Context: an optimization exercise on an open-source flow, tuned for a short achievable clock period and few clock cycles. The choices shown serve that exercise and are no tape-out recipe. The RTL was checked by simulation tests, not by an equivalence proof against the original design. Power figures rest on the tool's default switching activity, not on a simulated workload.

==> lagoon: inputs <==
==> flow/design.v (excerpt) <==
module mips_pipeline(
  input clk,
  input rst,
  output [31:0] imem_addr,
  input [31:0] imem_data,
  output [31:0] dmem_addr,
  output [31:0] dmem_wdata,
  output dmem_we,
  input [31:0] dmem_rdata,
  output wb_en,
  output [4:0] wb_rd,
  output [31:0] wb_data
);
  localparam [5:0] OP_R = 6'b000000, OP_LW = 6'b100011, OP_SW = 6'b101011,
                   OP_BEQ = 6'b000100, OP_BNE = 6'b000101, OP_J = 6'b000010,
                   OP_ADDI = 6'b001000;
  reg [31:0] pc_q;                  
  reg [31:0] d_pc, d_pc1, d_pc2;    
  reg [15:0] d_hi_inc, d_hi_dec;    
  reg d_v;
  reg d_sh;                         
  reg e_v, e_wr, e_ld, e_st;
  reg e_meq, e_mne;                 
  reg e_add, e_sub, e_and, e_or, e_slt;
  reg [4:0] e_dst;
  reg [31:0] e_a, e_b, e_sd, e_alt;
  reg [3:0] e_fa, e_fb, e_fs;       
  reg m1_wr, m1_ld, m1_we;
  reg [4:0] m1_dst;
  reg [31:0] m1_res, m1_sd;
  reg m2_wr, m2_ld;
  reg [4:0] m2_dst;
  reg [31:0] m2_res;
  reg w_wr;
  reg [4:0] w_dst;
  reg [31:0] w_data;
  reg [31:0] rf [1:31];
  function [31:0] fwd(input [3:0] sel, input [31:0] own, input [31:0] x1,
                      input [31:0] x2, input [31:0] x3);
    fwd = ({32{sel[0]}} & x1) | ({32{sel[1]}} & x2) | ({32{sel[2]}} & x3) |
          ({32{sel[3]}} & own);
  endfunction
  wire [31:0] fa = fwd(e_fa, e_a, m1_res, m2_res, w_data);
  wire [31:0] fb = fwd(e_fb, e_b, m1_res, m2_res, w_data);
  wire [31:0] fs = fwd(e_fs, e_sd, m1_res, m2_res, w_data);
  wire [31:0] bx = fb ^ {32{e_sub}};
  wire [31:0] sum = fa + bx + {31'b0, e_sub};
  wire lt = (fa[31] ^ fb[31]) ? fa[31] : sum[31];
  wire [31:0] alu = ({32{e_add}} & sum) | ({32{e_and}} & (fa & fb)) |
                    ({32{e_or}} & (fa | fb)) | {31'b0, e_slt & lt};
  wire eq = fa == fb;
  wire e_mis = eq ? e_meq : e_mne;
  wire [31:0] ir = imem_data;
  wire [5:0] op = ir[31:26];
  wire [4:0] rs = ir[25:21], rt = ir[20:16], rdf = ir[15:11];
  wire [31:0] sext = {{16{ir[15]}}, ir[15:0]};
  wire is_r = op == OP_R, is_lw = op == OP_LW, is_sw = op == OP_SW;
  wire is_beq = op == OP_BEQ, is_bne = op == OP_BNE, is_j = op == OP_J;
  wire is_addi = op == OP_ADDI;
  ...
export LEC_CHECK = 0
export ABC_CLOCK_PERIOD_IN_PS = 2500
export CAP_MARGIN = 20
export CORE_MARGIN = 2
export CORE_UTILIZATION = 40
export PLACE_DENSITY = 0.6
export SETUP_SLACK_MARGIN = 5
export SLEW_MARGIN = 20
create_clock -name core_clock -period 10.0 [get_ports {clk}]
standard.sh (not shown) runs the stock make flow with config.mk's settings and CLKGATE_MAP_FILE= SYNTH_SCRIPT=/design/flow/synth_recipe.tcl, a recipe that flattens the netlist after the stock synthesis.
==> flow/flow/run.sh <==
#!/bin/bash
set -euo pipefail
cd "$(dirname "$0")/.."
MARGIN=$(cat flow/margin.txt)
bash standard.sh SETUP_SLACK_MARGIN=$MARGIN finish > standard_flow.log 2>&1
==> flow/flow/margin.txt <==
6.5
==> onyx: changes against lagoon <==
--- a/flow/design.v
+++ b/flow/design.v
@@ -252,17 +252,14 @@
 );
   localparam [5:0] OP_R = 6'b000000, OP_LW = 6'b100011, OP_SW = 6'b101011,
                    OP_BEQ = 6'b000100, OP_BNE = 6'b000101, OP_J = 6'b000010,
                    OP_ADDI = 6'b001000;
   reg [31:0] pc_q;                  
   reg [31:0] d_pc, d_pc1, d_pc2;    
-  reg [15:0] d_hi_inc, d_hi_dec;    
   reg d_v;
-  reg d_sh;                         
-  reg e_v, e_wr, e_ld, e_st;
-  reg e_meq, e_mne;                 
+  reg e_v, e_wr, e_ld, e_st, e_br, e_beq, e_pred;
   reg e_add, e_sub, e_and, e_or, e_slt;
   reg [4:0] e_dst;
   reg [31:0] e_a, e_b, e_sd, e_alt;
   reg [3:0] e_fa, e_fb, e_fs;       
   reg m1_wr, m1_ld, m1_we;
   reg [4:0] m1_dst;
@@ -285,13 +282,14 @@
   wire [31:0] bx = fb ^ {32{e_sub}};
   wire [31:0] sum = fa + bx + {31'b0, e_sub};
   wire lt = (fa[31] ^ fb[31]) ? fa[31] : sum[31];
   wire [31:0] alu = ({32{e_add}} & sum) | ({32{e_and}} & (fa & fb)) |
                     ({32{e_or}} & (fa | fb)) | {31'b0, e_slt & lt};
   wire eq = fa == fb;
-  wire e_mis = eq ? e_meq : e_mne;
+  wire taken = e_beq ? eq : ~eq;
+  wire e_mis = e_v & e_br & (taken ^ e_pred);
   wire [31:0] ir = imem_data;
   wire [5:0] op = ir[31:26];
   wire [4:0] rs = ir[25:21], rt = ir[20:16], rdf = ir[15:11];
   wire [31:0] sext = {{16{ir[15]}}, ir[15:0]};
   wire is_r = op == OP_R, is_lw = op == OP_LW, is_sw = op == OP_SW;
   wire is_beq = op == OP_BEQ, is_bne = op == OP_BNE, is_j = op == OP_J;
@@ -305,37 +303,29 @@
   wire [5:0] fn = ir[5:0];
   wire r_sub = fn == 6'b100010, r_and = fn == 6'b100100, r_or = fn == 6'b100101,
        r_slt = fn == 6'b101010;
   wire hz_e = e_v & e_ld & ((use_a & rs == e_dst) | (use_b & rt == e_dst));
   wire hz_m = m1_ld & ((use_a & rs == m1_dst) | (use_b & rt == m1_dst));
   wire hz = hz_e | hz_m;
-  wire live = e_mis ? d_sh : d_v;
-  wire go = live & ~hz;
-  wire stall = live & hz;
-  wire redir1 = ~hz & (is_j | (is_br & pred));
+  wire go = d_v & ~hz;
+  wire stall = d_v & hz;
   wire same = rs == rt;
   wire pred = same ? is_beq : (is_bne | ir[15]);
-  wire [16:0] blo = {1'b0, d_pc2[15:0]} + {1'b0, ir[15:0]};
-  wire [15:0] bhi = (blo[16] == ir[15]) ? d_pc2[31:16] :
-                    blo[16] ? d_hi_inc : d_hi_dec;
-  wire [31:0] btgt = {bhi, blo[15:0]};
+  wire [31:0] btgt = d_pc2 + sext;
   wire [31:0] jtgt = {2'b00, d_pc2[31:28], ir[25:0]};
   wire redir = go & (is_j | (is_br & pred));
   function [3:0] fsel(input [4:0] r);
     if (e_v & e_wr & e_dst == r) fsel = 4'b0001;
     else if (m1_wr & m1_dst == r) fsel = 4'b0010;
     else if (m2_wr & m2_dst == r) fsel = 4'b0100;
     else fsel = 4'b1000;
   endfunction
   wire [31:0] rv_a = rs == 5'd0 ? 32'b0 : (w_wr & w_dst == rs) ? w_data : rf[rs];
   wire [31:0] rv_b = rt == 5'd0 ? 32'b0 : (w_wr & w_dst == rt) ? w_data : rf[rt];
-  wire [31:0] tgt = is_j ? jtgt : btgt;
-  wire [31:0] pc_d = redir ? tgt : stall ? d_pc : pc_q + 32'd1;
-  wire [31:0] pc_sh = redir1 ? tgt : hz ? d_pc : d_pc1;
-  wire [16:0] pc2_lo = {1'b0, pc_q[15:0]} + 17'd2;
-  wire pc2_c16 = pc2_lo[16];
+  wire [31:0] pc_d = redir ? (is_j ? jtgt : btgt) :
+                     stall ? d_pc : pc_q + 32'd1;
   assign imem_addr = pc_q;
   assign dmem_addr = m1_res;
   assign dmem_wdata = m1_sd;
   assign dmem_we = m1_we;
   assign wb_en = w_wr;
   assign wb_rd = w_dst;
@@ -345,62 +335,55 @@
       rf[w_dst] <= w_data;
   end
   always @(posedge clk) begin
     if (rst) begin
       pc_q <= 0;
       d_v <= 0;
-      d_sh <= 0;
       e_v <= 0;
-      e_meq <= 0;
-      e_mne <= 0;
       m1_wr <= 0;
       m1_ld <= 0;
       m1_we <= 0;
       m2_wr <= 0;
       m2_ld <= 0;
       w_wr <= 0;
     end else begin
       w_wr <= m2_wr;
+      w_dst <= m2_dst;
+      w_data <= m2_ld ? dmem_rdata : m2_res;
       m2_wr <= m1_wr;
       m2_ld <= m1_ld;
+      m2_dst <= m1_dst;
+      m2_res <= m1_res;
       m1_wr <= e_v & e_wr;
       m1_ld <= e_v & e_ld;
       m1_we <= e_v & e_st;
-      e_v <= go;
-      e_meq <= go & is_br & (is_beq ^ pred);
-      e_mne <= go & is_br & ~(is_beq ^ pred);
-      pc_q <= e_mis ? (d_sh ? pc_sh : e_alt) : pc_d;
+      m1_dst <= e_dst;
+      m1_res <= alu;
+      m1_sd <= fs;
+      e_v <= go & ~e_mis;
+      e_wr <= d_wr;
+      e_ld <= is_lw & d_wr;
+      e_st <= is_sw;
+      e_br <= is_br;
+      e_beq <= is_beq;
+      e_pred <= pred;
+      e_alt <= pred ? d_pc1 : btgt;
+      e_dst <= dst;
+      e_add <= ~is_r | ~(r_and | r_or | r_slt);
+      e_sub <= is_r & (r_sub | r_slt);
+      e_and <= is_r & r_and;
+      e_or <= is_r & r_or;
+      e_slt <= is_r & r_slt;
+      e_a <= rv_a;
+      e_b <= d_imm ? sext : rv_b;
+      e_sd <= rv_b;
+      e_fa <= use_a ? fsel(rs) : 4'b1000;
+      e_fb <= (use_b & ~d_imm) ? fsel(rt) : 4'b1000;
+      e_fs <= use_b ? fsel(rt) : 4'b1000;
+      pc_q <= e_mis ? e_alt : pc_d;
+      d_pc <= pc_q;
+      d_pc1 <= pc_q + 32'd1;
+      d_pc2 <= pc_q + 32'd2;
       d_v <= ~e_mis & ~redir & ~stall;
-      d_sh <= ~e_mis & redir & is_br;
     end
   end
-  always @(posedge clk) begin
-    w_dst <= m2_dst;
-    w_data <= m2_ld ? dmem_rdata : m2_res;
-    m2_dst <= m1_dst;
-    m2_res <= m1_res;
-    m1_dst <= e_dst;
-    m1_res <= alu;
-    m1_sd <= fs;
-    e_wr <= d_wr;
-    e_ld <= is_lw & d_wr;
-    e_st <= is_sw;
-    e_alt <= pred ? d_pc1 : btgt;
-    e_dst <= dst;
-    e_add <= ~is_r | ~(r_and | r_or | r_slt);
-    e_sub <= is_r & (r_sub | r_slt);
-    e_and <= is_r & r_and;
-    e_or <= is_r & r_or;
-    e_slt <= is_r & r_slt;
-    e_a <= rv_a;
-    e_b <= d_imm ? sext : rv_b;
-    e_sd <= rv_b;
-    e_fa <= use_a ? fsel(rs) : 4'b1000;
-    e_fb <= (use_b & ~d_imm) ? fsel(rt) : 4'b1000;
-    e_fs <= use_b ? fsel(rt) : 4'b1000;
-    d_pc <= pc_q;
-    d_pc1 <= pc_q + 32'd1;
-    d_pc2 <= pc_q + 32'd2;
-    d_hi_inc <= pc_q[31:16] + {15'b0, pc2_c16} + 16'd1;
-    d_hi_dec <= pc_q[31:16] + {15'b0, pc2_c16} - 16'd1;
-  end
 endmodule
==> comparison <==
Between onyx and lagoon, the lower sequential share of layout area is in lagoon (gap 1.7 points). Between lagoon and onyx, the lower final cell count is in lagoon (gap about 1.1%, measured against onyx). Between lagoon and onyx, the lower synthesized cell count is in onyx (gap about 3.6%, measured against onyx). Against onyx, the core utilization of lagoon is lower by 0.16 points. Of onyx and lagoon, lagoon has the higher total power (gap 15%, measured against lagoon). Of onyx and lagoon, lagoon has the higher clock power (gap 4.6%, measured against lagoon). Of lagoon and onyx, onyx has the higher clock skew (gap 0.0057 ns). Cell area: onyx is larger than lagoon (3.9%).
Testbench counts of lagoon, summed over its fixed seeds: cycles 13,302.
Testbench counts of onyx, summed over its fixed seeds: cycles 13,695.

[static timing again, ports no longer ideal]
How much do the figures lean on ideal ports? The routed layouts below were timed once more, with nothing changed but the port constraints. Step 1: set_driving_cell puts a clkbuf_16 on clk and a buf_2 on each other input, an assumption about the parent block. Step 2 times the ports against the registers' clock, not the clock port: input delays grow and output delays shrink by t, the midpoint of the rising clock arrivals with the driver on. Three values: ideal ports, drivers, drivers and shift; two values: the first two.
run | shift t [ns] | slack for setup (ns) | worst slew at a driven data input, ns
lagoon | 0.910 | 5.767 / 5.767 / 4.872 | 0.35
onyx | 0.899 | 6.175 / 5.909 / 5.010 | 0.61
After both steps setup and hold are still met in every run listed. For onyx, which loses most, drivers alone change the setup slack by -0.266 ns; drivers and shift together by -1.165 ns.
